Context: an optimization exercise on an open-source flow, tuned for small area. The choices shown serve that exercise and are no tape-out recipe. Function was checked by simulation only, so behaviour that the tests miss may differ from the original. No driver is modelled on the clock port, so clocking that relies on it looks cheaper here than on a real chip. Power and IR drop assume default switching activity.

File: design/flow/config.mk
export PLATFORM = sky130hd
export DESIGN_NAME = wavelet_transform
export DESIGN_NICKNAME = wavelet_transform
export VERILOG_FILES = /design/flow/design.v
export SDC_FILE = /design/flow/constraint.sdc
export NUM_CORES = 4
export LEC_CHECK = 0
export CAP_MARGIN = 20
export CORE_MARGIN = 2
export CORE_UTILIZATION = 70
export SLEW_MARGIN = 20
File: design/flow/constraint.sdc
create_clock -name core_clock -period 6.0 [get_ports {clk}]
set_input_delay 1.2000 -clock core_clock [delete_from_list [all_inputs] [get_ports {clk}]]
set_output_delay 1.2000 -clock core_clock [all_outputs]
set_load 0.01 [all_outputs]
File: design/flow/design.v
module wavelet_transform(clk, rst, data_stream, H_out, L_out, addr);
input clk, rst;
output reg [0:7] H_out;
output reg [0:7] L_out;
output reg  [0:7] addr;
input [0:7] data_stream;
wire [2:0] p = addr[5:7];
reg  [7:0] a1, a2;       
reg  [7:0] se, sf, sg1, sg2, sk;
reg  [7:0] ao, af, ag1, ag2, ak;
reg  [7:0] c1, c2, c3, lr;
reg  [7:0] mux_a, mux_b, mux_c, mux_e;
reg  warm;
wire early = !warm && !addr[4];
always @* begin
    case (p)
    3'd0: begin mux_a = early ? 8'h00 : c2;  mux_b = data_stream;
                mux_c = early ? 8'h00 : se;  mux_e = warm ? ak : 8'h00;  end
    3'd1: begin mux_a = data_stream;         mux_b = c1;
                mux_c = early ? 8'h00 : sf;  mux_e = early ? 8'h00 : ao;  end
    3'd2: begin mux_a = early ? 8'h00 : lr;  mux_b = data_stream;
                mux_c = se;                  mux_e = early ? 8'h00 : af;  end
    3'd3: begin mux_a = data_stream;         mux_b = c2;
                mux_c = warm ? sg2 : 8'h00;  mux_e = ao;  end
    3'd4: begin mux_a = c2;                  mux_b = data_stream;
                mux_c = se;                  mux_e = warm ? ag2 : 8'h00; end
    3'd5: begin mux_a = data_stream;         mux_b = c1;
                mux_c = sf;                  mux_e = ao;  end
    3'd6: begin mux_a = c3;                  mux_b = data_stream;
                mux_c = se;                  mux_e = af;  end
    default: begin mux_a = data_stream;      mux_b = L_out;
                mux_c = early ? 8'h00 : sk;  mux_e = ao;  end
    endcase
end
function [7:0] add8(input [7:0] x, input [7:0] y, input ci);
    integer i;
    reg c;
    begin
        c = ci;
        for (i = 0; i < 8; i = i + 1) begin
            add8[i] = (x[i] ^ y[i]) ^ c;
            c = (x[i] & y[i]) | (c & (x[i] ^ y[i]));
        end
    end
endfunction
wire [7:0] nd1  = ~{1'b0, a1[7:1]};
wire [7:0] sub1 = add8(mux_b, nd1, 1'b1);
wire [7:0] sub2 = add8(mux_c, nd1, 1'b1);
wire [7:0] hq   = {2'b00, H_out[0:5]};
wire [7:0] add1 = add8(a2, hq, 1'b0);
wire [7:0] add2 = add8(mux_e, hq, 1'b0);
always @(posedge clk, negedge rst) begin
    if (!rst) begin
        addr  <= 0;
        H_out <= 0;
        L_out <= 0;
        a1    <= 0;
    end else begin
        addr  <= addr + 1;
        H_out <= sub2;
        L_out <= add2;
        a1    <= mux_a;
    end
end
always @(posedge clk, negedge rst) begin
    if (!rst)
        warm <= 1'b0;
    else if (addr[4:7] == 4'hf)
        warm <= 1'b1;
end
always @(posedge clk) begin
    a2 <= a1;
    if (!p[0]) se <= sub1;
    if (p[1:0] == 2'b01) sf <= sub1;
    if (p == 3'd3) begin sg1 <= sub1; sg2 <= sg1; end
    if (p == 3'd7) sk <= sub1;
    if (p[0]) ao <= add1;
    if (p[1:0] == 2'b10) af <= add1;
    if (p == 3'd4) begin ag1 <= add1; ag2 <= ag1; end
    if (p == 3'd0) ak <= add1;
    c1 <= L_out;
    c2 <= c1;
    c3 <= c2;
    if (p == 3'd3) lr <= c2;
end
endmodule
File: design/flow/flow/run.sh
#!/bin/bash
# Own layout flow: the standard synthesis and ORFS steps, with
#  - single-size buffers on the ports (buf_1 instead of clkdlybuf4s50_1),
#  - a clock tree of clkbuf_4 cells without dummy loads, where the clock
#    buffers whose loads see too high a slew are upsized to clkbuf_8
#    (flow/fixclk.tcl) before routing.
# Each step's full output goes to a log file of its own in the work folder.
set -euo pipefail
export BUFFER_PORTS_ARGS="-buffer_cell sky130_fd_sc_hd__buf_1"
export CTS_ARGS="-sink_clustering_enable -repair_clock_nets -buf_list sky130_fd_sc_hd__clkbuf_4 -dont_use_dummy_load"
bash standard.sh synth > synth.log 2>&1
bash standard.sh cts > place_cts.log 2>&1
RESULTS="$PWD/orfs/results/$FLOW_PLATFORM/wavelet_transform/base" openroad -no_init -exit flow/fixclk.tcl > fixclk.log 2>&1
bash standard.sh finish > route_finish.log 2>&1
File: design/flow/flow/fixclk.tcl
# After CTS: the clock tree is built from clkbuf_4 cells. Upsize to clkbuf_8
# every clock buffer whose loads see a slew above the target, then legalise
# the placement again.
set plat $::env(FLOW_HOME)/platforms/sky130hd
set res $::env(RESULTS)
read_liberty $plat/lib/sky130_fd_sc_hd__tt_025C_1v80.lib
read_db $res/4_cts.odb
read_sdc $res/4_cts.sdc
source $plat/setRC.tcl
set_propagated_clock [all_clocks]

set target 0.105
for {set iter 0} {$iter < 5} {incr iter} {
  estimate_parasitics -placement
  set changed 0
  foreach inst [get_cells *] {
    if {[get_property $inst ref_name] ne "sky130_fd_sc_hd__clkbuf_4"} { continue }
    set out [get_pins -of_objects $inst -filter "direction == output"]
    set worst 0
    foreach p [get_pins -of_objects [get_nets -of_objects $out] -filter "direction == input"] {
      set s [get_property $p slew_max]
      if {$s > $worst} { set worst $s }
    }
    if {$worst > $target} {
      replace_cell $inst [get_lib_cells */sky130_fd_sc_hd__clkbuf_8]
      puts "upsized [get_full_name $inst]: load slew [format %.3f $worst] ns"
      set changed 1
    }
  }
  if {!$changed} { break }
}
detailed_placement
check_placement -verbose
estimate_parasitics -placement
set worst 0
foreach p [get_pins -hierarchical */CLK] {
  set s [get_property $p slew_max]
  if {$s > $worst} { set worst $s }
}
puts "worst flip-flop clock pin slew after fix: [format %.3f $worst] ns"
report_checks -path_delay min_max -format end
write_db $res/4_cts.odb
File: design/flow/standard.sh
#!/bin/bash
# synth_recipe.tcl (not shown) runs the flow's synth.tcl, then flattens the netlist and writes it again
# the make line also repeats each setting of config.mk as NAME=value (left out here)
make -C /OpenROAD-flow-scripts/flow DESIGN_CONFIG=/design/flow/config.mk WORK_HOME=/design/flow/orfs CLKGATE_MAP_FILE= SYNTH_SCRIPT=/design/flow/synth_recipe.tcl "${@:-finish}"
==> results of run 1 <==
## metal layers
metal | track usage (%) | routed length (um)
met3 | 8.22 | 969
met4 | 9.88 | 183
met5 | 0 | 0
met1 | 40.0 | 4920
met2 | 43.7 | 5570
## power groups by stage
stage	combinational (mW)	clock, mW	sequential [mW]
2_1_floorplan	0.111	0	1.35
3_3_place_gp	0.203	0	1.37
3_5_place_dp	0.214	0	1.37
4_1_cts	0.214	0.425	1.35
5_1_grt	0.243	0.513	1.36
6_report	0.211	0.467	1.35
## layout by cell type, fill, tap and decap left out, drive strengths merged, types with 2 or more instances in the layout
cell and count:
buf 43, o31a 2, a21oi 9, edfxtp 88, o21ai 10, or2 4, o21a 2, nand2 24
nor2 19, a222oi 13, and2 3, fa 22, a22o 2, nor3 3, xnor2 7, a221oi 14
and3 2, nand3 10, ha 12, inv 30, a22oi 3, dfxtp 32, nor2b 3, mux2i 10
clkbuf 18, dfrtp 33, xor2 2
## kinds of logic (layout without fill, tap and decap cells)
family / count (synthesis) / after routing / share of synthesized area (%)
compound gates: 61 / 61 / 8.07
xor+xnor: 9 / 9 / 1.34
fa+ha+maj: 34 / 34 / 10.1
buf+inv: 45 / 91 / 3.37
flops: 153 / 153 / 70.1
mux: 10 / 10 / 1.71
simple gates: 70 / 70 / 5.36
## Yosys cell counts (2+ instances only)
| master | n | area (um2) |
|---|---|---|
| o21a_1 | 2 | 15.0 |
| xnor2_1 | 7 | 61.3 |
| inv_1 | 30 | 113 |
| nor2b_1 | 3 | 18.8 |
| nor3_1 | 3 | 15.0 |
| dfrtp_1 | 33 | 826 |
| a221oi_1 | 14 | 123 |
| a222oi_1 | 13 | 130 |
| fa_1 | 22 | 440 |
| dfxtp_1 | 32 | 641 |
| a21oi_1 | 9 | 45.0 |
| mux2i_1 | 10 | 100 |
| ha_1 | 12 | 150 |
| clkbuf_1 | 8 | 30.0 |
| and2_1 | 3 | 18.8 |
| o21ai_0 | 10 | 50.1 |
| or2_2 | 3 | 18.8 |
| and3_1 | 2 | 12.5 |
| edfxtp_1 | 88 | 2640 |
| buf_2 | 2 | 10.0 |
| buf_6 | 3 | 33.8 |
| a22o_1 | 2 | 17.5 |
| nand3_1 | 10 | 50.1 |
| xor2_1 | 2 | 17.5 |
| a22oi_1 | 3 | 22.5 |
| nand2_1 | 24 | 90.1 |
| nor2_1 | 19 | 71.3 |
## how the worst min path moves through the flow
| stage | startpoint | endpoint | slack, ns | cells after the start |
|---|---|---|---|---|
| after floorplan | a1[0] | a2[0] | 0.32 | 0 |
| after global placement | a1[0] | a2[0] | 0.33 | 0 |
| after detailed placement | c1[7] | c2[7] | 0.34 | 0 |
| after CTS | c1[6] | c2[6] | 0.32 | 0 |
| after global routing | a1[0] | a2[0] | 0.35 | 0 |
| final | a1[0] | a2[0] | 0.35 | 0 |
## critical path, stage by stage (launching register included)
cell	delay, ns
dfrtp_1	0.38
inv_1	0.34
ha_1	0.61
or2_2	0.41
nor3_1	0.08
buf_4	0.17
nand2_1	0.06
nand2_1	0.06
fa_1	0.40
fa_1	0.44
fa_1	0.43
fa_1	0.44
fa_1	0.43
fa_1	0.42
xnor2_1	0.32
## final cells by class
type	instances	area, um2	share of cell area (%)
Clock buffer	17	165	2.63
Inverter	30	113	1.79
Multi-Input combinational cell	184	1560	24.8
Sequential cell	153	4110	65.4
Tap cell	105	131	2.09
Timing Repair Buffer	44	208	3.31
==> summary.txt, run 1 <==
Synthesis
The total nets after synthesis is 426. The total number of yosys warnings is 1. After synthesis, the mean cell area works out to 15.3 um2. Synthesis produced a netlist whose cell count is 382. The async set-or-reset flop fraction in the synthesized netlist is 21.6%. The sequential area share after synthesis is 70.1%. The area of the mapped netlist is 5860 um2. The number of flops mapped to enable cells by yosys is 88. The leading register cell type out of synthesis is edfxtp_1.

Synthesis inferred 153 register bits. The number of library cell types mapped by synthesis is 40.

Floorplanning
The floorplan step set the die height to 95.5 um. The effective utilization at floorplan is 71.7%. The width of the chip is 95.5 um.

The floorplan step defined a die boundary enclosing 9120 um2. The number of top-level pins is 34. The core area is 8180 um2. The number of placement rows is 33.

STA
For the final database, setup skew stands at 0.0234 ns. The total of endpoints with negative setup slack in the final report is 0. Setup slack on the critical path of the routed design comes to 0.802 ns. The final hold violation count is 0.

Final hold analysis gives a worst-case slack of 0.352 ns. The worst-case headroom to the max-slew limit is 42.5%. For the final routed database, the setup TNS stands at 0 ns. The maximum frequency from static timing analysis is 192 MHz. At the pin with the least slew margin, the transition time is 0.862 ns. The clock period could shrink to 5.20 ns.

The max-slew violation total from the final report came to 0. Dividing the final minimum period by the clock period gives 86.6%. Setup repair after global routing left no endpoint under its margin.

Routing
The detailed router placed 3312 vias in this run. The final routed DRC violation total is 0. The total wire length after detailed routing is 11.6 mm. The detail route stage leaves a number of antenna-violating nets equal to 0.

Dividing the detail-routed wire length by the instance count gives 21.9 um. Dividing the detail-routed via count by the number of cells gives 6.21. The first TritonRoute pass finished after 5 iterations. For this block, the initial DRC count from the detailed router was 350.

GRT
The aggregate global-route resource usage is 28.5%. The wire length of the first global-routing pass is 18.1 mm. The via count of the first global-routing pass is 3294.

The pin count of the biggest net entering global routing is 34. The number of antenna violations at the first check in global routing is 0. Summed over all layers, the global routing overflow is 0.

Placed design
The pre-CTS setup slack is 0.786 ns. The count of placed standard cells including taps is 516. The total of buffers placed on input and output ports is 33.

The placed instances occupy a cell area of 6120 um2. The congestion estimate from routability-driven global placement came to 0.851. The detailed-placement wirelength estimate is 8.54 mm.

CTS
After clock tree synthesis, the clock-pin slew on the worst setup and hold paths is 0.09 ns. The number of instances resized during post-cts repair is 0. The TritonCTS clock tree is yes. The quantity of hold-fixing buffers added after cts is 0. Buffers added to address setup during post-CTS repair amount to 0. The number of sinks on the clock net is 153. No sink is reached through more buffers than the 2 on the longest clock path.

Counting the buffers created by CTS gives 17. The worst-skew pair later-pin latency is 0.41 ns. The root buffer cell is clkbuf_4. The CTS H-tree depth is 4.

Power and ir drop
The worst-case IR drop observed on VDD is 0.000191 V. The share of total power in sequential cells is 66.6%. The share of total power dissipated in the clock network is 23.0%. In this run the static leakage power is 2.40 nW. In this run switching power makes up 25.2% of total power. The post-route total power is 2.03 mW. The net switching power is 511 uW. The internal power of the cells totals 1.52 mW.

The portion of total power attributed to combinational logic is 10.4%. The ratio of total power to cell area is 323 nW/um2.

Setup path
The signal arrival time at the worst endpoint is 5.38 ns. The worst register-to-register path begins at addr[7]. In this run the worst setup path begins at addr[7]. The worst register-to-register path ends at sf[7]. Setup slack on the worst reg-to-reg path comes out at 0.80 ns.

The worst setup path category is flip-flop to flip-flop. For the worst flop-to-flop path, the logic depth is 14. The largest fanout on the critical path is 16. STA classifies the critical path startpoint as a flip-flop. The required time of the worst setup path is 6.18 ns. The endpoint of the most critical setup path is sf[7].

The kind of end point of the critical path is a flip-flop.

Layout
After the last flow step, the layout net total stands at 474. The share of post-route cells with drive strength above 1 is 7.94%. The signed area change from the synthesized netlist to the final layout is 7.15%.

The antenna diode count is 0. The finished layout cell area is 6280 um2. The number of fill cells is 540. Once layout is complete, the utilization of the core stands at 76.8%. The non-filler instance count after layout is 533.

Min path
The kind of path behind the tightest hold check is flip-flop to flip-flop.

Run
Across the run, the number of max-cap violations was 0.

Outcome
The flow ran to the end and the layout has no timing, DRC or antenna violations.
==> inputs of run 2 (changes only) <==
--- a/design/flow/config.mk
+++ b/design/flow/config.mk
@@ -7,5 +7,5 @@
 export LEC_CHECK = 0
 export CAP_MARGIN = 20
 export CORE_MARGIN = 2
-export CORE_UTILIZATION = 70
+export CORE_UTILIZATION = 40
 export SLEW_MARGIN = 20
==> summary.txt, run 2 <==
STA
The maximum frequency from static timing analysis is 195 MHz (was 192 MHz). The final period demand of the worst path is 5.14 ns (was 5.20 ns). The summed negative setup slack over all endpoints came to 0 ns (unchanged). The final hold violation count is 0 (unchanged). RSZ-0062 raised after global routing: no (unchanged). The portion of the clock cycle consumed by the worst path in the final layout is 85.6% (was 86.6%). The worst-case headroom to the max-slew limit is 38.6% (was 42.5%).

The total of endpoints with negative setup slack in the final report was 0 (unchanged). The final worst clock skew is 0.0328 ns (was 0.0234 ns). The slew of the pin with the lowest slew margin was 0.920 ns (was 0.862 ns). The max-slew violation total from the final report is 0 (unchanged).

Layout
The most common cell after layout, fill and taps aside is edfxtp_1 (unchanged). Highest-count cells in the layout ignoring fill and taps: 88 x edfxtp_1, 33 x dfrtp_1, 32 x dfxtp_1, 32 x buf_1, 30 x inv_1 (unchanged). The share of post-route cells with drive strength above 1 is 7.94% (unchanged).

The number of fill cells is 1289 (was 540). The number of nets in the layout is 474 (unchanged). The non-filler instance count after layout is 612 (was 533). The signed area change from the synthesized netlist to the final layout is 9.15% (was 7.15%). The antenna diode count is 0 (unchanged).

CTS
The root buffer cell is clkbuf_4 (unchanged). The post-CTS repair timing setup buffer count is 0 (unchanged). The CTS H-tree depth is 4 (unchanged). The total CTS buffers came to 17 (unchanged). The quantity of hold-fixing buffers added after cts is 0 (unchanged). The post-CTS clock slew at the launch and capture registers of the worst setup and hold paths is 0.10 ns (was 0.09 ns).

The worst-skew pair later-pin latency is 0.45 ns (was 0.41 ns). The TritonCTS clock tree is yes (unchanged). The maximum count of clock buffers along a single path is 2 (unchanged). The number of sinks on the clock net is 153 (unchanged). The number of instances resized during post-cts repair came to 0 (unchanged).

Synthesis
The leading register cell type out of synthesis is edfxtp_1 (unchanged). The area of the mapped netlist is 5860 um2 (unchanged). The count of state elements after synthesis was 153 (unchanged). The async set-or-reset flop fraction in the synthesized netlist is 21.6% (unchanged).

The total nets after synthesis is 426 (unchanged). Cells taking the most area after synthesis: edfxtp_1 45%, dfrtp_1 14%, dfxtp_1 11% (unchanged). The cell type contributing the most total cell area after synthesis is edfxtp_1 (unchanged). The number of library cell types mapped by synthesis is 40 (unchanged). Top cells by instance count after synthesis: 88 x edfxtp_1, 33 x dfrtp_1, 32 x dfxtp_1 (unchanged). The area fraction of the dominant cell type after synthesis is 45.1% (unchanged). The cell with the most instances after synthesis was edfxtp_1 (unchanged). The sequential area share after synthesis is 70.1% (unchanged).

The number of flops mapped to enable cells by yosys is 88 (unchanged). The total number of yosys warnings is 1 (unchanged). The average size of a mapped cell is 15.3 um2 (unchanged). The number of instances in the synthesized netlist is 382 (unchanged).

Setup path
The critical path startpoint category is a flip-flop (unchanged). The largest fanout on the critical path was 15 (was 16). The worst setup path category is flip-flop to flip-flop (unchanged).

The required time of the worst setup path is 6.21 ns (was 6.18 ns). The signal arrival time at the worst endpoint is 5.35 ns (was 5.38 ns). The kind of end point of the critical path is a flip-flop (unchanged).

Run
The total of max-cap violations is 0 (unchanged).

GRT
The aggregate global-route resource usage came to 16.2% (was 28.5%). The wire length of the first global-routing pass is 18.8 mm (was 18.1 mm). The via count of the first global-routing pass came to 3260 (was 3294). The total congestion overflow is 0 (unchanged).

The pin count of the biggest net entering global routing came to 34 (unchanged). The number of antenna violations at the first check in global routing came to 0 (unchanged).

Floorplanning
The number of placement rows is 44 (was 33). The core area is 14400 um2 (was 8180 um2). The width of the chip is 125 um (was 95.5 um). The y dimension of the die is 125 um (was 95.5 um). The floorplan die area is 15600 um2 (was 9120 um2). The number of top-level pins is 34 (unchanged). The effective utilization at floorplan is 40.6% (was 71.7%).

Routing
The total wire length after detailed routing was 11.7 mm (was 11.6 mm). The number of antenna-violating nets in the routed design is 0 (unchanged). The final routed DRC violation total is 0 (unchanged).

The number of search-and-repair iterations in the first detailed-routing pass was 5 (unchanged). The total number of vias was 3220 (was 3312). The routed wirelength normalized by instance count is 19.1 um (was 21.9 um).

The per-cell via count in the routed design was 5.26 (was 6.21). The starting DRC count in detailed routing is 320 (was 350).

Placed design
The routability-driven placement congestion ratio is 0.827 (was 0.851). The detailed-placement wirelength estimate is 8.37 mm (was 8.54 mm). The count of placed standard cells including taps is 595 (was 516). The total of buffers placed on input and output ports came to 33 (unchanged).

Outcome
Outcome: complete, no violations (unchanged).

Min path
The kind of path behind the tightest hold check was flip-flop to flip-flop (unchanged).

Power and ir drop
The maximum vdd ir drop is 0.000169 V (was 0.000191 V). The ratio of total power to cell area is 322 nW/um2 (was 323 nW/um2). The leakage component of the power came to 2.41 nW (was 2.40 nW).
==> run 2: path summary, 6_finish.rpt <==
kind	start	slack, ns	depth (start not counted)	endpoint
worst max register to register	addr[6]	0.86	13	se[7]
worst min-delay path	c1[1]	0.35	0	c2[1]
max in group asynchronous	rst	4.55	1	addr[4]
min in group asynchronous	rst	0.86	1	L_out[7]
worst min register to register	c1[1]	0.35	0	c2[1]
worst max-delay path	addr[6]	0.86	13	se[7]
==> run 2: final cells by class <==
type                    count  area [um2]  area share, %
multi-input cells         184        1560           24.3
flip-flops and latches    153        4110           64.2
clock buffers              17         184           2.87
inverters                  30         113           1.76
well taps                 184         230           3.60
repair buffers             44         208           3.25
==> run 2: metal layers <==
metal,up-vias,part of all wire [%],global-route usage (%)
met3,22,6.4,5.09
li1,1472,-,-
met4,0,1.9,6.93
met2,110,44,22.6
met1,1616,47,23.3
met5,-,0,0
==> run 2: critical path, stage by stage (launching register included) <==
cell and delay [ns]:
dfrtp_1 0.46, ha_1 0.43, nor2_1 0.62, o21ai_0 0.20
o31ai_1 0.11, ha_1 0.18, inv_1 0.05, fa_1 0.41
fa_1 0.42, fa_1 0.43, fa_1 0.44, fa_1 0.44
fa_1 0.42, xnor2_1 0.31
==> run 2: cell families after synthesis <==
kind of cell	Yosys count	share of synthesized area (%)
AOI/OAI and AO/OA	61	8.07
xor gates and xnor gates	9	1.34
adders and majority gates	34	10.1
buffers and inverters	45	3.37
DFF	153	70.1
muxes	10	1.71
and+or+nand+nor	70	5.36
==> run 2: report_power, final <==
group	total, mW	switching, mW	internal, mW
Sequential	1.35	0.0868	1.27
Combinational	0.210	0.131	0.0790
Clock	0.500	0.306	0.195
Total	2.06	0.524	1.54
==> run 2: stage by stage <==
stage / util [%] / worst slack (ns) / hold slack, ns / cell area, um2 / total power, mW
2_1_floorplan: - / 0.772 / 0.324 / 5860 / 1.46
5_1_grt: 44.4 / 0.608 / 0.356 / 6400 / 2.17
3_3_place_gp: 43.1 / 1.03 / 0.330 / 6220 / 1.58
4_1_cts: 44.0 / 0.875 / 0.347 / 6340 / 2.01
3_5_place_dp: 43.1 / 0.919 / 0.335 / 6220 / 1.59
6_report: 44.4 / 0.864 / 0.349 / 6400 / 2.06
==> inputs of run 3 (changes only) <==
--- a/design/flow/flow/run.sh
+++ b/design/flow/flow/run.sh
@@ -7,6 +7,7 @@
 # Each step's full output goes to a log file of its own in the work folder.
 set -euo pipefail
 export BUFFER_PORTS_ARGS="-buffer_cell sky130_fd_sc_hd__buf_1"
+export GPL_KEEP_OVERFLOW=0
 export CTS_ARGS="-sink_clustering_enable -repair_clock_nets -buf_list sky130_fd_sc_hd__clkbuf_4 -dont_use_dummy_load"
 bash standard.sh synth > synth.log 2>&1
 bash standard.sh cts > place_cts.log 2>&1
--- a/design/flow/config.mk
+++ b/design/flow/config.mk
@@ -7,5 +7,5 @@
 export LEC_CHECK = 0
 export CAP_MARGIN = 20
 export CORE_MARGIN = 2
-export CORE_UTILIZATION = 40
+export CORE_UTILIZATION = 55
 export SLEW_MARGIN = 20
==> summary.txt, run 3 <==
Floorplanning
The floorplan die area came to 11500 um2 (was 15600 um2). The width of the chip was 107 um (was 125 um). The effective utilization at floorplan is 56.8% (was 40.6%).

The number of top-level pins was 34 (unchanged). The number of placement rows is 37 (was 44). The y dimension of the die is 107 um (was 125 um). The core area is 10300 um2 (was 14400 um2).

CTS
The CTS H-tree depth is 4 (unchanged). The maximum count of clock buffers along a single path is 2 (unchanged). The post-CTS clock slew at the launch and capture registers of the worst setup and hold paths is 0.10 ns (about the same). The worst-skew pair later-pin latency was 0.43 ns (was 0.45 ns).

The number of sinks on the clock net is 153 (unchanged). The total CTS buffers is 17 (unchanged). The TritonCTS clock tree is yes (unchanged). The post-CTS repair timing setup buffer count came to 0 (unchanged). The root buffer cell is clkbuf_4 (unchanged).

STA
RSZ-0062 raised after global routing: no (unchanged). The final hold violation count came to 0 (unchanged). The portion of the clock cycle consumed by the worst path in the final layout is 93.2% (was 85.6%). The slew of the pin with the lowest slew margin is 0.997 ns (was 0.920 ns). The worst-case headroom to the max-slew limit is 33.6% (was 38.6%). The final worst hold slack is 0.352 ns (was 0.349 ns). The final worst clock skew came to 0.0311 ns (was 0.0328 ns). The max-slew violation total from the final report is 0 (unchanged). The maximum frequency from static timing analysis is 179 MHz (was 195 MHz). The total of endpoints with negative setup slack in the final report is 0 (unchanged). The final period demand of the worst path was 5.59 ns (was 5.14 ns).

Synthesis
Cells taking the most area after synthesis: edfxtp_1 45%, dfrtp_1 14%, dfxtp_1 11% (unchanged). The count of state elements after synthesis is 153 (unchanged). The area of the mapped netlist came to 5860 um2 (unchanged).

The number of instances in the synthesized netlist is 382 (unchanged). The average size of a mapped cell is 15.3 um2 (unchanged). The cell with the most instances after synthesis was edfxtp_1 (unchanged). The area fraction of the dominant cell type after synthesis is 45.1% (unchanged).

The number of flops mapped to enable cells by yosys is 88 (unchanged). The total nets after synthesis is 426 (unchanged). The async set-or-reset flop fraction in the synthesized netlist is 21.6% (unchanged). The cell type contributing the most total cell area after synthesis was edfxtp_1 (unchanged). The leading register cell type out of synthesis is edfxtp_1 (unchanged). Top cells by instance count after synthesis: 88 x edfxtp_1, 33 x dfrtp_1, 32 x dfxtp_1 (unchanged).

The total number of yosys warnings is 1 (unchanged). The number of library cell types mapped by synthesis is 40 (unchanged). The sequential area share after synthesis is 70.1% (unchanged).

Setup path
The count of cells along the worst register-to-register path is 16 (was 13). The worst setup path category is flip-flop to flip-flop (unchanged). The critical path startpoint category is a flip-flop (unchanged). The kind of end point of the critical path is a flip-flop (unchanged). The largest fanout on the critical path is 22 (was 15). The signal arrival time at the worst endpoint is 5.82 ns (was 5.35 ns). The required time of the worst setup path is 6.23 ns (was 6.21 ns).

Run
The total of max-cap violations is 0 (unchanged).

Power and ir drop
The internal power was 1.51 mW (was 1.54 mW). The power share of the clock group came to 22.8% (was 24.2%). The net switching power was 515 uW (was 524 uW). The ratio of total power to cell area is 321 nW/um2 (was 322 nW/um2). The switching fraction of total power is 25.5% (was 25.4%). The portion of total power attributed to combinational logic is 10.4% (was 10.2%). The share of total power in sequential cells is 66.8% (was 65.6%). The leakage component of the power was 2.35 nW (was 2.41 nW). The maximum vdd ir drop is 0.000154 V (was 0.000169 V).

Routing
The starting DRC count in detailed routing is 240 (was 320). The routed wirelength normalized by instance count is 21.4 um (was 19.1 um). The total wire length after detailed routing is 11.9 mm (was 11.7 mm). The number of search-and-repair iterations in the first detailed-routing pass is 5 (unchanged). The total number of vias is 3227 (was 3220). The number of antenna-violating nets in the routed design came to 0 (unchanged). The final routed DRC violation total is 0 (unchanged). The per-cell via count in the routed design was 5.81 (was 5.26).

GRT
The pin count of the biggest net entering global routing is 26 (was 34). The aggregate global-route resource usage is 23.3% (was 16.2%). The total congestion overflow is 0 (unchanged). The wire length of the first global-routing pass was 19.0 mm (was 18.8 mm). The number of antenna violations at the first check in global routing is 0 (unchanged). The via count of the first global-routing pass is 3323 (was 3260).

Layout
The number of nets in the layout is 465 (was 474). The most common cell after layout, fill and taps aside is edfxtp_1 (unchanged). The number of fill cells is 819 (was 1289). The share of post-route cells with drive strength above 1 is 7.16% (was 7.94%). The signed area change from the synthesized netlist to the final layout is 7.43% (was 9.15%). Highest-count cells in the layout ignoring fill and taps: 88 x edfxtp_1, 32 x dfrtp_1, 32 x dfxtp_1, 32 x buf_1, 30 x inv_1 (was 88 x edfxtp_1, 33 x dfrtp_1, 32 x dfxtp_1, 32 x buf_1, 30 x inv_1). The end-of-flow core utilization is 61.0% (was 44.4%).

The finished layout cell area is 6300 um2 (was 6400 um2). The antenna diode count is 0 (unchanged).

Placed design
The total of buffers placed on input and output ports is 33 (unchanged). The detailed-placement wirelength estimate is 8.41 mm (was 8.37 mm). The post-place instance area is 6120 um2 (was 6220 um2). The routability-driven placement congestion ratio is 0.794 (was 0.827).

Min path
The number of cells traversed by the worst hold path was 0 (unchanged). The kind of path behind the tightest hold check is flip-flop to flip-flop (unchanged).

Outcome
Outcome: complete, no violations (unchanged).
## run 3: changes by cell type in the layout (fill, tap and decap cells not counted), moves of 2 or more
cell | previous run | this run
ha_1 | 12 | 10
clkbuf_4 | 8 | 13
buf_4 | 11 | 0
ha_2 | 0 | 2
clkbuf_8 | 9 | 4
## run 3: area by class of cell
class / instances / area, um2 / area share (%)
inverter: 30 / 113 / 1.79
multi-input combinational: 184 / 1580 / 25.1
timing repair buffer: 35 / 173 / 2.74
sequential: 153 / 4110 / 65.3
clock buffer: 17 / 153 / 2.42
tap: 136 / 170 / 2.70
## run 3: metrics by stage
| step | instances | setup slack (ns) | power [mW] | setup TNS (ns) |
|---|---|---|---|---|
| 2_1_floorplan | 382 | 0.772 | 1.46 | 0 |
| 3_3_place_gp | 536 | -0.132 | 1.58 | -0.857 |
| 3_5_place_dp | 538 | -0.141 | 1.59 | -0.787 |
| 4_1_cts | 555 | 0.0204 | 2.00 | 0 |
| 5_1_grt | 555 | 0.0222 | 2.12 | 0 |
| 6_report | 555 | 0.411 | 2.02 | 0 |
## run 3: logic make-up after synthesis
kind of cell               after synthesis  share of synthesized area, %
buffers and inverters                   45                          3.37
xor gates and xnor gates                 9                          1.34
adders and majority gates               34                          10.1
muxes                                   10                          1.71
DFF                                    153                          70.1
AOI/OAI and AO/OA                       61                          8.07
and+or+nand+nor                         70                          5.36
## run 3: repair_timing
item	in CTS	in global routing
pin swaps	0	0
hold buffers	0	0
endpoints found under the setup margin	8	13
gates resized for setup	1	5
cloned	0	0
hold endpoints to repair	0	0
## run 3: final timing paths
| kind | startpoint | slack (ns) | endpoint |
|---|---|---|---|
| max in group asynchronous | rst | 4.94 | L_out[1] |
| hold reg to reg | c1[2] | 0.35 | c2[2] |
| setup reg to reg | addr[5] | 0.41 | sg1[7] |
| hold / removal | c1[2] | 0.35 | c2[2] |
| min in group asynchronous | rst | 0.62 | H_out[4] |
| setup / recovery | addr[5] | 0.41 | sg1[7] |
## run 3: power groups by stage
stage / combinational [mW] / sequential, mW / clock (mW)
after global placement: 0.208 / 1.37 / 0
final: 0.210 / 1.35 / 0.460
after global routing: 0.241 / 1.36 / 0.513
after CTS: 0.216 / 1.35 / 0.436
after detailed placement: 0.215 / 1.37 / 0
after floorplan: 0.111 / 1.35 / 0
## run 3: worst max-delay path, cell delays in order, from the launching register on
cell and delay [ns]:
dfrtp_1 0.97, inv_1 0.20, ha_2 0.42, buf_16 0.24, a22o_1 0.23, nor2_1 0.09, o21ai_0 0.08, o31ai_1 0.09
ha_1 0.18, inv_1 0.05, fa_1 0.41, fa_1 0.42, fa_1 0.42, fa_1 0.42, fa_1 0.43, fa_1 0.41
xnor2_1 0.32
## run 3: routing by layer
metal	GRT usage, %	part of all wire, %
met1	33.7	45
met2	34.0	47
met3	6.42	6.9
met4	9.00	1.9
met5	0	0
==> inputs of run 4 (changes only) <==
--- a/design/flow/flow/run.sh
+++ b/design/flow/flow/run.sh
@@ -7,7 +7,6 @@
 # Each step's full output goes to a log file of its own in the work folder.
 set -euo pipefail
 export BUFFER_PORTS_ARGS="-buffer_cell sky130_fd_sc_hd__buf_1"
-export GPL_KEEP_OVERFLOW=0
 export CTS_ARGS="-sink_clustering_enable -repair_clock_nets -buf_list sky130_fd_sc_hd__clkbuf_4 -dont_use_dummy_load"
 bash standard.sh synth > synth.log 2>&1
 bash standard.sh cts > place_cts.log 2>&1
==> summary.txt, run 4 <==
Synthesis
The cell type contributing the most total cell area after synthesis is edfxtp_1 (unchanged). The number of instances in the synthesized netlist came to 382 (unchanged). Cells taking the most area after synthesis: edfxtp_1 45%, dfrtp_1 14%, dfxtp_1 11% (unchanged). The number of flops mapped to enable cells by yosys is 88 (unchanged).

The average size of a mapped cell is 15.3 um2 (unchanged). The total number of yosys warnings is 1 (unchanged). The area fraction of the dominant cell type after synthesis came to 45.1% (unchanged). The number of library cell types mapped by synthesis is 40 (unchanged). The leading register cell type out of synthesis is edfxtp_1 (unchanged). The sequential area share after synthesis is 70.1% (unchanged). The async set-or-reset flop fraction in the synthesized netlist is 21.6% (unchanged). The count of state elements after synthesis was 153 (unchanged). The cell with the most instances after synthesis is edfxtp_1 (unchanged). The area of the mapped netlist is 5860 um2 (unchanged). Top cells by instance count after synthesis: 88 x edfxtp_1, 33 x dfrtp_1, 32 x dfxtp_1 (unchanged). The total nets after synthesis is 426 (unchanged).

STA
RSZ-0062 raised after global routing: no (unchanged). The total of endpoints with negative setup slack in the final report came to 0 (unchanged). The maximum frequency from static timing analysis is 186 MHz (was 179 MHz). The portion of the clock cycle consumed by the worst path in the final layout is 89.7% (was 93.2%). The slew of the pin with the lowest slew margin is 0.845 ns (was 0.997 ns).

The worst-case headroom to the max-slew limit was 43.5% (was 33.6%). The summed negative setup slack over all endpoints is 0 ns (unchanged). The max-slew violation total from the final report was 0 (unchanged). The final worst clock skew is 0.0281 ns (was 0.0311 ns). The final period demand of the worst path is 5.38 ns (was 5.59 ns). The final worst hold slack is 0.343 ns (was 0.352 ns). The final hold violation count is 0 (unchanged).

Routing
The total wire length after detailed routing is 11.6 mm (was 11.9 mm). The number of search-and-repair iterations in the first detailed-routing pass is 5 (unchanged). The per-cell via count in the routed design was 5.70 (was 5.81). The starting DRC count in detailed routing is 249 (was 240). The final routed DRC violation total came to 0 (unchanged). The number of antenna-violating nets in the routed design is 0 (unchanged). The total number of vias is 3218 (was 3227).

The routed wirelength normalized by instance count is 20.5 um (was 21.4 um).

CTS
The quantity of hold-fixing buffers added after cts was 0 (unchanged). The total CTS buffers was 17 (unchanged). The post-CTS repair timing setup buffer count came to 0 (unchanged). The maximum count of clock buffers along a single path is 2 (unchanged). The worst-skew pair later-pin latency came to 0.43 ns (about the same).

The number of sinks on the clock net is 153 (unchanged). The TritonCTS clock tree is yes (unchanged). The number of instances resized during post-cts repair is 0 (was 1). The root buffer cell is clkbuf_4 (unchanged). The CTS H-tree depth is 4 (unchanged). The post-CTS clock slew at the launch and capture registers of the worst setup and hold paths is 0.09 ns (was 0.10 ns).

Setup path
The critical path startpoint category is a flip-flop (unchanged). The largest fanout on the critical path was 15 (was 22). The count of cells along the worst register-to-register path is 14 (was 16).

The launching instance or port of the critical path is addr[7] (was addr[5]). The endpoint of the most critical setup path is se[7] (was sg1[7]). The signal arrival time at the worst endpoint was 5.58 ns (was 5.82 ns). The reg2reg setup slack is 0.62 ns (was 0.41 ns). The worst setup path category is flip-flop to flip-flop (unchanged). The worst reg2reg path endpoint is se[7] (was sg1[7]). The reg-to-reg startpoint is addr[7] (was addr[5]). The required time of the worst setup path is 6.20 ns (was 6.23 ns). The kind of end point of the critical path is a flip-flop (unchanged).

GRT
The aggregate global-route resource usage came to 22.6% (was 23.3%). The wire length of the first global-routing pass is 18.3 mm (was 19.0 mm). The via count of the first global-routing pass came to 3360 (was 3323). The total congestion overflow came to 0 (unchanged). The pin count of the biggest net entering global routing came to 34 (was 26). The number of antenna violations at the first check in global routing is 0 (unchanged).

Layout
The share of post-route cells with drive strength above 1 is 8.16% (was 7.16%). The number of nets in the layout was 475 (was 465). The number of fill cells is 792 (was 819).

The antenna diode count was 0 (unchanged). The end-of-flow core utilization was 61.3% (was 61.0%). The signed area change from the synthesized netlist to the final layout was 7.94% (was 7.43%).

The multi-input gate area in the final layout is 1560 um2 (was 1580 um2). Highest-count cells in the layout ignoring fill and taps: 88 x edfxtp_1, 33 x dfrtp_1, 32 x dfxtp_1, 32 x buf_1, 30 x inv_1 (was 88 x edfxtp_1, 32 x dfrtp_1, 32 x dfxtp_1, 32 x buf_1, 30 x inv_1). The most common cell after layout, fill and taps aside is edfxtp_1 (unchanged). The non-filler instance count after layout is 565 (was 555). The finished layout cell area is 6330 um2 (was 6300 um2). The register area is 4110 um2 (about the same).

Floorplanning
The number of top-level pins is 34 (unchanged). The width of the chip is 107 um (unchanged). The y dimension of the die is 107 um (unchanged). The core area came to 10300 um2 (unchanged). The number of placement rows was 37 (unchanged). The effective utilization at floorplan is 56.8% (unchanged). The floorplan die area came to 11500 um2 (unchanged).

Placed design
The post-place instance area is 6160 um2 (was 6120 um2). The routability-driven placement congestion ratio was 0.848 (was 0.794). The detailed-placement wirelength estimate is 8.39 mm (was 8.41 mm).

The count of placed standard cells including taps is 548 (was 538). The total of buffers placed on input and output ports is 33 (unchanged).

Min path
The kind of path behind the tightest hold check is flip-flop to flip-flop (unchanged).

Run
The total of max-cap violations is 0 (unchanged).

Power and ir drop
The maximum vdd ir drop is 0.000226 V (was 0.000154 V). The leakage component of the power is 2.40 nW (was 2.35 nW). The ratio of total power to cell area was 319 nW/um2 (was 321 nW/um2).

Outcome
Outcome: complete, no violations (unchanged).
==> run 4: cell counts after synthesis <==
Identical to the previous run, type by type.
==> run 4: worst min-delay path by stage <==
stage	startpoint	end	cells after the start
2_1_floorplan	a1[0]	a2[0]	0
3_3_place_gp	a1[0]	a2[0]	0
3_5_place_dp	a1[0]	a2[0]	0
4_1_cts	c1[0]	c2[0]	0
5_1_grt	c1[6]	c2[6]	0
6_report	c1[6]	c2[6]	0
==> run 4: cell type report <==
type	count	area share [%]
Multi-Input combinational cell	184	24.6
Sequential cell	153	64.9
Inverter	30	1.78
Timing Repair Buffer	45	3.40
Clock buffer	17	2.61
Tap cell	136	2.69
==> run 4: critical path: stages (launching register included) <==
cell and delay (ns):
dfrtp_1 0.61, inv_1 0.23, ha_1 0.57, nor2_1 0.09
buf_4 0.20, o31ai_1 0.36, ha_1 0.21, inv_1 0.05
fa_1 0.41, fa_1 0.43, fa_1 0.43, fa_1 0.43
fa_1 0.42, fa_1 0.41, xnor2_1 0.31
==> run 4: logic make-up after synthesis <==
kind of cell,count (synthesis),share of synthesized area [%]
DFF,153,70.1
and+or+nand+nor,70,5.36
AOI/OAI and AO/OA,61,8.07
buffers and inverters,45,3.37
adders and majority gates,34,10.1
muxes,10,1.71
xor gates and xnor gates,9,1.34
==> run 4: metal layers <==
| metal | vias up | global-route usage, % | wire length, um | part of all wire [%] |
|---|---|---|---|---|
| met5 | - | 0 | 0 | 0 |
| met1 | 1601 | 31.5 | 5270 | 45 |
| met3 | 19 | 6.90 | 637 | 5.5 |
| met4 | 0 | 9.37 | 229 | 2.0 |
| li1 | 1466 | - | - | - |
| met2 | 132 | 33.5 | 5470 | 47 |
==> run 4: report_power, final <==
| group | total, mW | switching [mW] | internal (mW) |
|---|---|---|---|
| registers | 1.35 | 0.0809 | 1.27 |
| logic | 0.207 | 0.128 | 0.0787 |
| clock network | 0.466 | 0.292 | 0.174 |
==> run 4: metrics by stage <==
step | setup slack [ns] | power [mW]
final | 0.617 | 2.02
after global routing | 0.146 | 2.12
after CTS | 0.577 | 1.99
after detailed placement | 0.601 | 1.58
after global placement | 0.740 | 1.57
after floorplan | 0.772 | 1.46
==> inputs of run 5 (changes only) <==
--- a/design/flow/flow/run.sh
+++ b/design/flow/flow/run.sh
@@ -3,10 +3,13 @@
 #  - single-size buffers on the ports (buf_1 instead of clkdlybuf4s50_1),
 #  - a clock tree of clkbuf_4 cells without dummy loads, where the clock
 #    buffers whose loads see too high a slew are upsized to clkbuf_8
-#    (flow/fixclk.tcl) before routing.
+#    (flow/fixclk.tcl) before routing,
+#  - timing-driven global placement that does not keep the resizer's buffers
+#    (GPL_KEEP_OVERFLOW=0); repair_design still fixes slew and capacitance.
 # Each step's full output goes to a log file of its own in the work folder.
 set -euo pipefail
 export BUFFER_PORTS_ARGS="-buffer_cell sky130_fd_sc_hd__buf_1"
+export GPL_KEEP_OVERFLOW=0
 export CTS_ARGS="-sink_clustering_enable -repair_clock_nets -buf_list sky130_fd_sc_hd__clkbuf_4 -dont_use_dummy_load"
 bash standard.sh synth > synth.log 2>&1
 bash standard.sh cts > place_cts.log 2>&1
==> summary.txt, run 5 <==
CTS
The maximum count of clock buffers along a single path came to 2 (unchanged). The post-CTS repair timing setup buffer count is 0 (unchanged). The total CTS buffers is 17 (unchanged). The number of sinks on the clock net is 153 (unchanged). The root buffer cell is clkbuf_4 (unchanged). The post-CTS clock slew at the launch and capture registers of the worst setup and hold paths came to 0.10 ns (was 0.09 ns). The TritonCTS clock tree is yes (unchanged).

The CTS H-tree depth was 4 (unchanged). The worst-skew pair later-pin latency was 0.43 ns (about the same).

GRT
The via count of the first global-routing pass is 3323 (was 3360). The number of antenna violations at the first check in global routing is 0 (unchanged). The pin count of the biggest net entering global routing is 26 (was 34).

The total congestion overflow came to 0 (unchanged). The aggregate global-route resource usage is 23.3% (was 22.6%). The wire length of the first global-routing pass is 19.0 mm (was 18.3 mm).

Routing
The starting DRC count in detailed routing was 240 (was 249). The number of search-and-repair iterations in the first detailed-routing pass is 5 (unchanged). The per-cell via count in the routed design is 5.81 (was 5.70). The number of antenna-violating nets in the routed design came to 0 (unchanged). The routed wirelength normalized by instance count is 21.4 um (was 20.5 um).

The total wire length after detailed routing is 11.9 mm (was 11.6 mm). The final routed DRC violation total came to 0 (unchanged). The total number of vias was 3227 (was 3218).

Layout
The number of fill cells is 819 (was 792). The number of nets in the layout is 465 (was 475). Highest-count cells in the layout ignoring fill and taps: 88 x edfxtp_1, 32 x dfrtp_1, 32 x dfxtp_1, 32 x buf_1, 30 x inv_1 (was 88 x edfxtp_1, 33 x dfrtp_1, 32 x dfxtp_1, 32 x buf_1, 30 x inv_1). The signed area change from the synthesized netlist to the final layout is 7.43% (was 7.94%).

The antenna diode count is 0 (unchanged). The multi-input gate area in the final layout came to 1580 um2 (was 1560 um2). The register area is 4110 um2 (about the same). The finished layout cell area is 6300 um2 (was 6330 um2). The most common cell after layout, fill and taps aside is edfxtp_1 (unchanged).

The share of post-route cells with drive strength above 1 came to 7.16% (was 8.16%).

Synthesis
The area of the mapped netlist is 5860 um2 (unchanged). The number of flops mapped to enable cells by yosys is 88 (unchanged). The cell type contributing the most total cell area after synthesis is edfxtp_1 (unchanged). The leading register cell type out of synthesis was edfxtp_1 (unchanged).

Top cells by instance count after synthesis: 88 x edfxtp_1, 33 x dfrtp_1, 32 x dfxtp_1 (unchanged). Cells taking the most area after synthesis: edfxtp_1 45%, dfrtp_1 14%, dfxtp_1 11% (unchanged). The number of instances in the synthesized netlist came to 382 (unchanged).

The total nets after synthesis is 426 (unchanged). The total number of yosys warnings was 1 (unchanged). The average size of a mapped cell is 15.3 um2 (unchanged). The number of library cell types mapped by synthesis came to 40 (unchanged).

The sequential area share after synthesis was 70.1% (unchanged). The cell with the most instances after synthesis is edfxtp_1 (unchanged). The async set-or-reset flop fraction in the synthesized netlist is 21.6% (unchanged). The area fraction of the dominant cell type after synthesis is 45.1% (unchanged). The count of state elements after synthesis is 153 (unchanged).

STA
The final hold violation count came to 0 (unchanged). The worst-case headroom to the max-slew limit is 33.6% (was 43.5%). The total of endpoints with negative setup slack in the final report was 0 (unchanged).

The slew of the pin with the lowest slew margin came to 0.997 ns (was 0.845 ns). The maximum frequency from static timing analysis is 179 MHz (was 186 MHz). The final worst clock skew is 0.0311 ns (was 0.0281 ns).

The portion of the clock cycle consumed by the worst path in the final layout is 93.2% (was 89.7%). The max-slew violation total from the final report is 0 (unchanged). The summed negative setup slack over all endpoints is 0 ns (unchanged). The final period demand of the worst path is 5.59 ns (was 5.38 ns). RSZ-0062 raised after global routing: no (unchanged).

Run
The total of max-cap violations is 0 (unchanged).

Setup path
The worst reg2reg path endpoint was sg1[7] (was se[7]). The reg2reg setup slack is 0.41 ns (was 0.62 ns). The required time of the worst setup path came to 6.23 ns (was 6.20 ns). The critical path startpoint category is a flip-flop (unchanged). The worst setup path category is flip-flop to flip-flop (unchanged).

The largest fanout on the critical path is 22 (was 15). The reg-to-reg startpoint is addr[5] (was addr[7]). The count of cells along the worst register-to-register path was 16 (was 14). The kind of end point of the critical path is a flip-flop (unchanged). The signal arrival time at the worst endpoint was 5.82 ns (was 5.58 ns).

Floorplanning
The y dimension of the die is 107 um (unchanged). The width of the chip is 107 um (unchanged). The effective utilization at floorplan was 56.8% (unchanged). The core area is 10300 um2 (unchanged). The number of top-level pins is 34 (unchanged). The floorplan die area is 11500 um2 (unchanged). The number of placement rows is 37 (unchanged).

Min path
The worst hold path startpoint was c1[2] (was c1[6]). The number of cells traversed by the worst hold path is 0 (unchanged). The kind of path behind the tightest hold check was flip-flop to flip-flop (unchanged). The worst hold endpoint is c2[2] (was c2[6]).

Power and ir drop
The leakage component of the power is 2.35 nW (was 2.40 nW). The maximum vdd ir drop is 0.000154 V (was 0.000226 V). The ratio of total power to cell area was 321 nW/um2 (was 319 nW/um2). The post-route total power is 2.02 mW (about the same).

Placed design
The detailed-placement wirelength estimate was 8.41 mm (was 8.39 mm). The post-place instance area is 6120 um2 (was 6160 um2). The total of buffers placed on input and output ports is 33 (unchanged). The routability-driven placement congestion ratio is 0.794 (was 0.848).

Outcome
Outcome: complete, no violations (unchanged).
[run 5: metal layers]
layer  vias up  track usage [%]  routed length (um)
li1       1449                -                   -
met1      1641             33.7                5300
met2       117             34.0                5560
met3        20             6.42                 825
met4         0             9.00                 221
met5         -                0                   0
[run 5: worst max-delay path by stage]
stage | endpoint | slack, ns | startpoint
2_1_floorplan | se[7] | 0.77 | addr[7]
3_3_place_gp | se[7] | -0.13 | addr[5]
3_5_place_dp | se[7] | -0.14 | addr[7]
4_1_cts | L_out[0] | 0.02 | addr[7]
5_1_grt | sk[7] | 0.02 | addr[5]
6_report | sg1[7] | 0.41 | addr[5]
[run 5: per-stage QoR]
| step | hold WS, ns | std cells | util, % | worst slack (ns) |
|---|---|---|---|---|
| floorplan | 0.324 | 382 | - | 0.772 |
| global placement | 0.332 | 536 | 58.8 | -0.132 |
| detailed placement | 0.334 | 538 | 59.3 | -0.141 |
| CTS | 0.348 | 555 | 60.6 | 0.0204 |
| global route | 0.354 | 555 | 61.0 | 0.0222 |
| finish | 0.352 | 555 | 61.0 | 0.411 |
[run 5: power breakdown]
part / switching (mW) / internal (mW)
registers: 0.0852 / 1.27
logic: 0.129 / 0.0804
clock network: 0.300 / 0.160
total: 0.515 / 1.51
[run 5: cells by family (layout without fill, tap and decap cells)]
group	Yosys count	count (layout)	share of synthesized area (%)
AO/OA/AOI/OAI	61	61	8.07
AND/OR/NAND/NOR	70	70	5.36
adder cells (fa/ha/maj)	34	34	10.1
XOR/XNOR	9	9	1.34
buffers and inverters	45	82	3.37
multiplexers	10	10	1.71
flip-flops	153	153	70.1
[run 5: final cells by class]
type,instances,share of cell area [%]
Sequential cell,153,65.3
Multi-Input combinational cell,184,25.1
Timing Repair Buffer,35,2.74
Tap cell,136,2.70
Clock buffer,17,2.42
Inverter,30,1.79
[run 5: worst max-delay path: stages, from the launching register on]
cell	delay, ns
dfrtp_1	0.97
inv_1	0.20
ha_2	0.42
buf_16	0.24
a22o_1	0.23
nor2_1	0.09
o21ai_0	0.08
o31ai_1	0.09
ha_1	0.18
inv_1	0.05
fa_1	0.41
fa_1	0.42
fa_1	0.42
fa_1	0.42
fa_1	0.43
fa_1	0.41
xnor2_1	0.32
[run 5: timing repair]
action	4_1_cts	5_1_grt
gates resized for setup	1	5
hold buffers	0	0
endpoints found under the setup margin	8	13
cloned	0	0
==> inputs of run 6 (changes only) <==
==> design/flow/flow/run.sh (replaced) <==
#!/bin/bash
# Own layout flow: the standard synthesis and ORFS steps, with
#  - single-size buffers on the ports (buf_1 instead of clkdlybuf4s50_1),
#  - a clock tree of clkbuf_4 cells without dummy loads, where the clock
#    buffers whose loads see too high a slew are upsized to clkbuf_8
#    (flow/fixclk.tcl) before routing.
# Each step's full output goes to a log file of its own in the work folder.
set -euo pipefail
export BUFFER_PORTS_ARGS="-buffer_cell sky130_fd_sc_hd__buf_1"
export GPL_KEEP_OVERFLOW=0
export CTS_ARGS="-sink_clustering_enable -repair_clock_nets -buf_list sky130_fd_sc_hd__clkbuf_4 -dont_use_dummy_load"
bash standard.sh synth > synth.log 2>&1
# after synthesis, keep the resizer off the largest buffers and inverters
export DONT_USE_CELLS="sky130_fd_sc_hd__buf_6 sky130_fd_sc_hd__buf_8 sky130_fd_sc_hd__buf_12 sky130_fd_sc_hd__buf_16 sky130_fd_sc_hd__bufbuf_8 sky130_fd_sc_hd__bufbuf_16 sky130_fd_sc_hd__bufinv_8 sky130_fd_sc_hd__bufinv_16 sky130_fd_sc_hd__inv_6 sky130_fd_sc_hd__inv_8 sky130_fd_sc_hd__inv_12 sky130_fd_sc_hd__inv_16 sky130_fd_sc_hd__clkinv_8 sky130_fd_sc_hd__clkinv_16"
bash standard.sh cts > place_cts.log 2>&1
RESULTS="$PWD/orfs/results/$FLOW_PLATFORM/wavelet_transform/base" openroad -no_init -exit flow/fixclk.tcl > fixclk.log 2>&1
bash standard.sh finish > route_finish.log 2>&1
==> summary.txt, run 6 <==
Layout
The end-of-flow core utilization is 61.0% (unchanged). The number of nets in the layout is 465 (unchanged). The antenna diode count is 0 (unchanged). The finished layout cell area is 6300 um2 (unchanged).

The multi-input gate area in the final layout is 1580 um2 (unchanged). The most common cell after layout, fill and taps aside is edfxtp_1 (unchanged). The share of post-route cells with drive strength above 1 was 7.16% (unchanged). The register area came to 4110 um2 (unchanged). Highest-count cells in the layout ignoring fill and taps: 88 x edfxtp_1, 32 x dfrtp_1, 32 x dfxtp_1, 32 x buf_1, 30 x inv_1 (unchanged). The number of fill cells is 819 (unchanged).

The signed area change from the synthesized netlist to the final layout is 7.43% (unchanged). The non-filler instance count after layout is 555 (unchanged).

Placed design
The detailed-placement wirelength estimate is 8.41 mm (unchanged). The post-place instance area was 6120 um2 (unchanged). The total of buffers placed on input and output ports is 33 (unchanged).

The routability-driven placement congestion ratio is 0.794 (unchanged). The pre-CTS setup slack is -0.141 ns (unchanged). The count of placed standard cells including taps is 538 (unchanged).

Setup path
The stage delay of the slowest cell on the critical path is 0.97 ns (about the same). The reg2reg setup slack came to 0.41 ns (about the same). The cell at the slowest stage of the critical path is dfrtp_1 (unchanged). The reg-to-reg startpoint is addr[5] (unchanged). The signal arrival time at the worst endpoint is 5.82 ns (about the same).

The most repeated library cell on the critical path is fa_1 (unchanged). The worst reg2reg path endpoint is sg1[7] (unchanged). The required time of the worst setup path is 6.23 ns (about the same).

The largest fanout on the critical path was 22 (unchanged). The worst setup path category is flip-flop to flip-flop (unchanged). The kind of end point of the critical path was a flip-flop (unchanged). The count of cells along the worst register-to-register path came to 16 (unchanged). Ordered cell list for the critical path: inv_1 -> ha_2 -> buf_16 -> a22o_1 -> nor2_1 -> o21ai_0 -> o31ai_1 -> ha_1 -> inv_1 -> fa_1 -> fa_1 -> fa_1 -> fa_1 -> fa_1 -> fa_1 -> xnor2_1 (unchanged).

The critical path startpoint category is a flip-flop (unchanged).

GRT
The pin count of the biggest net entering global routing came to 26 (unchanged). The aggregate global-route resource usage was 23.3% (unchanged). The wire length of the first global-routing pass is 19.0 mm (unchanged).

The total congestion overflow is 0 (unchanged). The number of antenna violations at the first check in global routing is 0 (unchanged). The via count of the first global-routing pass was 3323 (unchanged).

STA
The worst-case headroom to the max-slew limit is 33.6% (unchanged). RSZ-0062 raised after global routing: no (unchanged). The total of endpoints with negative setup slack in the final report was 0 (unchanged). The final hold violation count is 0 (unchanged). The max-slew violation total from the final report is 0 (unchanged).

The final period demand of the worst path is 5.59 ns (unchanged). The maximum frequency from static timing analysis came to 179 MHz (unchanged). The portion of the clock cycle consumed by the worst path in the final layout was 93.2% (unchanged). The worst setup slack after layout is 0.411 ns (unchanged). The slew of the pin with the lowest slew margin is 0.997 ns (unchanged).

The final worst clock skew came to 0.0311 ns (unchanged).

Routing
The routed wirelength normalized by instance count is 21.4 um (unchanged). The total number of vias was 3227 (unchanged). The final routed DRC violation total is 0 (unchanged).

The number of search-and-repair iterations in the first detailed-routing pass is 5 (unchanged). The starting DRC count in detailed routing is 240 (unchanged). The per-cell via count in the routed design is 5.81 (unchanged). The total wire length after detailed routing came to 11.9 mm (unchanged). The number of antenna-violating nets in the routed design is 0 (unchanged).

Power and ir drop
The post-route total power is 2.02 mW (unchanged). The portion of total power attributed to combinational logic came to 10.4% (about the same). The switching fraction of total power is 25.5% (unchanged). The maximum vdd ir drop came to 0.000154 V (unchanged). The net switching power is 515 uW (unchanged). The share of total power in sequential cells is 66.8% (about the same). The leakage component of the power is 2.35 nW (unchanged). The power share of the clock group is 22.8% (about the same). The ratio of total power to cell area is 321 nW/um2 (unchanged).

The internal power is 1.51 mW (unchanged).

Synthesis
The area of the mapped netlist is 5860 um2 (unchanged). Cells taking the most area after synthesis: edfxtp_1 45%, dfrtp_1 14%, dfxtp_1 11% (unchanged). Top cells by instance count after synthesis: 88 x edfxtp_1, 33 x dfrtp_1, 32 x dfxtp_1 (unchanged). The total nets after synthesis is 426 (unchanged). The number of instances in the synthesized netlist is 382 (unchanged).

The sequential area share after synthesis was 70.1% (unchanged). The number of flops mapped to enable cells by yosys was 88 (unchanged). The count of state elements after synthesis came to 153 (unchanged). The async set-or-reset flop fraction in the synthesized netlist is 21.6% (unchanged). The cell with the most instances after synthesis is edfxtp_1 (unchanged). The total number of yosys warnings was 1 (unchanged). The area fraction of the dominant cell type after synthesis was 45.1% (unchanged). The number of library cell types mapped by synthesis is 40 (unchanged). The average size of a mapped cell is 15.3 um2 (unchanged).

The cell type contributing the most total cell area after synthesis was edfxtp_1 (unchanged). The leading register cell type out of synthesis is edfxtp_1 (unchanged).

CTS
The total CTS buffers is 17 (unchanged). The TritonCTS clock tree is yes (unchanged). The root buffer cell is clkbuf_4 (unchanged). The number of sinks on the clock net is 153 (unchanged).

The worst-skew pair later-pin latency is 0.43 ns (about the same). The post-CTS clock slew at the launch and capture registers of the worst setup and hold paths is 0.10 ns (about the same). The CTS H-tree depth is 4 (unchanged). The maximum count of clock buffers along a single path is 2 (unchanged).

Floorplanning
The floorplan die area is 11500 um2 (unchanged). The number of placement rows is 37 (unchanged). The effective utilization at floorplan is 56.8% (unchanged). The core area was 10300 um2 (unchanged). The y dimension of the die is 107 um (unchanged). The number of top-level pins is 34 (unchanged). The width of the chip is 107 um (unchanged).

Min path
The number of cells traversed by the worst hold path came to 0 (unchanged). The kind of path behind the tightest hold check is flip-flop to flip-flop (unchanged). The worst hold path startpoint was c1[2] (unchanged). The worst hold endpoint is c2[2] (unchanged).

Outcome
Outcome: complete, no violations (unchanged).

Run
The total of max-cap violations was 0 (unchanged).
-- run 6: cell counts after synthesis --
Identical to the previous run, type by type.
-- run 6: layout make-up --
type,instances,share of cell area [%]
clock buffers,17,2.42
inverters,30,1.79
multi-input cells,184,25.1
flip-flops and latches,153,65.3
well taps,136,2.70
repair buffers,35,2.74
-- run 6: critical path: cells and delay by family (launching register included) --
family | cells | cell delay, ns
xor gates and xnor gates | 1 | 0.32
buffers and inverters | 3 | 0.49
adders and majority gates | 8 | 3.11
and+or+nand+nor | 1 | 0.09
AOI/OAI and AO/OA | 3 | 0.40
DFF | 1 | 0.97
-- run 6: worst max path at each step --
stage	end	start	depth (start not counted)	slack, ns
floorplan	se[7]	addr[7]	16	0.77
global placement	se[7]	addr[5]	15	-0.13
detailed placement	se[7]	addr[7]	14	-0.14
CTS	L_out[0]	addr[7]	16	0.02
global route	sk[7]	addr[5]	16	0.02
finish	sg1[7]	addr[5]	16	0.41
-- run 6: what timing repair did --
item                       in CTS  in global routing
hold endpoints to repair        0                  0
gates resized for setup         1                  5
setup endpoints to repair       8                 13
hold buffers                    0                  0
buffers inserted                0                  0
-- run 6: cell families after synthesis --
group / Yosys count / synth area share, %
flops: 153 / 70.1
simple gates: 70 / 5.36
xor+xnor: 9 / 1.34
compound gates: 61 / 8.07
fa+ha+maj: 34 / 10.1
mux: 10 / 1.71
buf+inv: 45 / 3.37
-- run 6: per-layer routing --
metal | GRT usage, % | routed length [um] | up-vias
met1 | 33.7 | 5300 | 1641
met4 | 9.00 | 221 | 0
met3 | 6.42 | 825 | 20
li1 | - | - | 1449
met2 | 34.0 | 5560 | 117
met5 | 0 | 0 | -
-- run 6: through the flow --
stage               TNS, ns  hold slack (ns)
floorplan                 0            0.324
global placement     -0.857            0.332
detailed placement   -0.787            0.334
CTS                       0            0.348
global route              0            0.354
finish                    0            0.352
-- run 6: power by group through the flow --
| stage | registers [mW] | clock network (mW) | logic [mW] |
|---|---|---|---|
| after floorplan | 1.35 | 0 | 0.111 |
| after global placement | 1.37 | 0 | 0.208 |
| after detailed placement | 1.37 | 0 | 0.215 |
| after CTS | 1.35 | 0.436 | 0.216 |
| after global routing | 1.36 | 0.513 | 0.241 |
| final | 1.35 | 0.460 | 0.210 |

## static timing again, ports no longer ideal
The flow's constraints put no driver on any port. The routed layouts listed below were extracted and timed again, unchanged, in two steps. Step 1: set_driving_cell puts a clkbuf_16 on clk and a buf_2 on each other input, an assumption about the parent block. Step 2, shift: input delay + t, output delay - t, t = (earliest + latest rising clock arrival at the registers) / 2. This alone moves slack from input paths to output paths. a / b / c = ideal ports / drivers / drivers and shift; a / b = the first two.
run	t, ns	setup WS [ns]	worst hold slack (ns)
run 1	0.428	0.802 / 0.802 / 0.802	0.352 / 0.352 / 0.352
run 2	0.471	0.864 / 0.864 / 0.864	0.349 / 0.349 / 0.349
run 3	0.455	0.411 / 0.411 / 0.411	0.352 / 0.352 / 0.352
run 4	0.449	0.617 / 0.617 / 0.617	0.343 / 0.343 / 0.343
run 5	0.455	0.411 / 0.411 / 0.411	0.352 / 0.352 / 0.352
run 6	0.455	0.411 / 0.411 / 0.411	0.352 / 0.352 / 0.352
After both steps setup and hold are still met in every run listed.
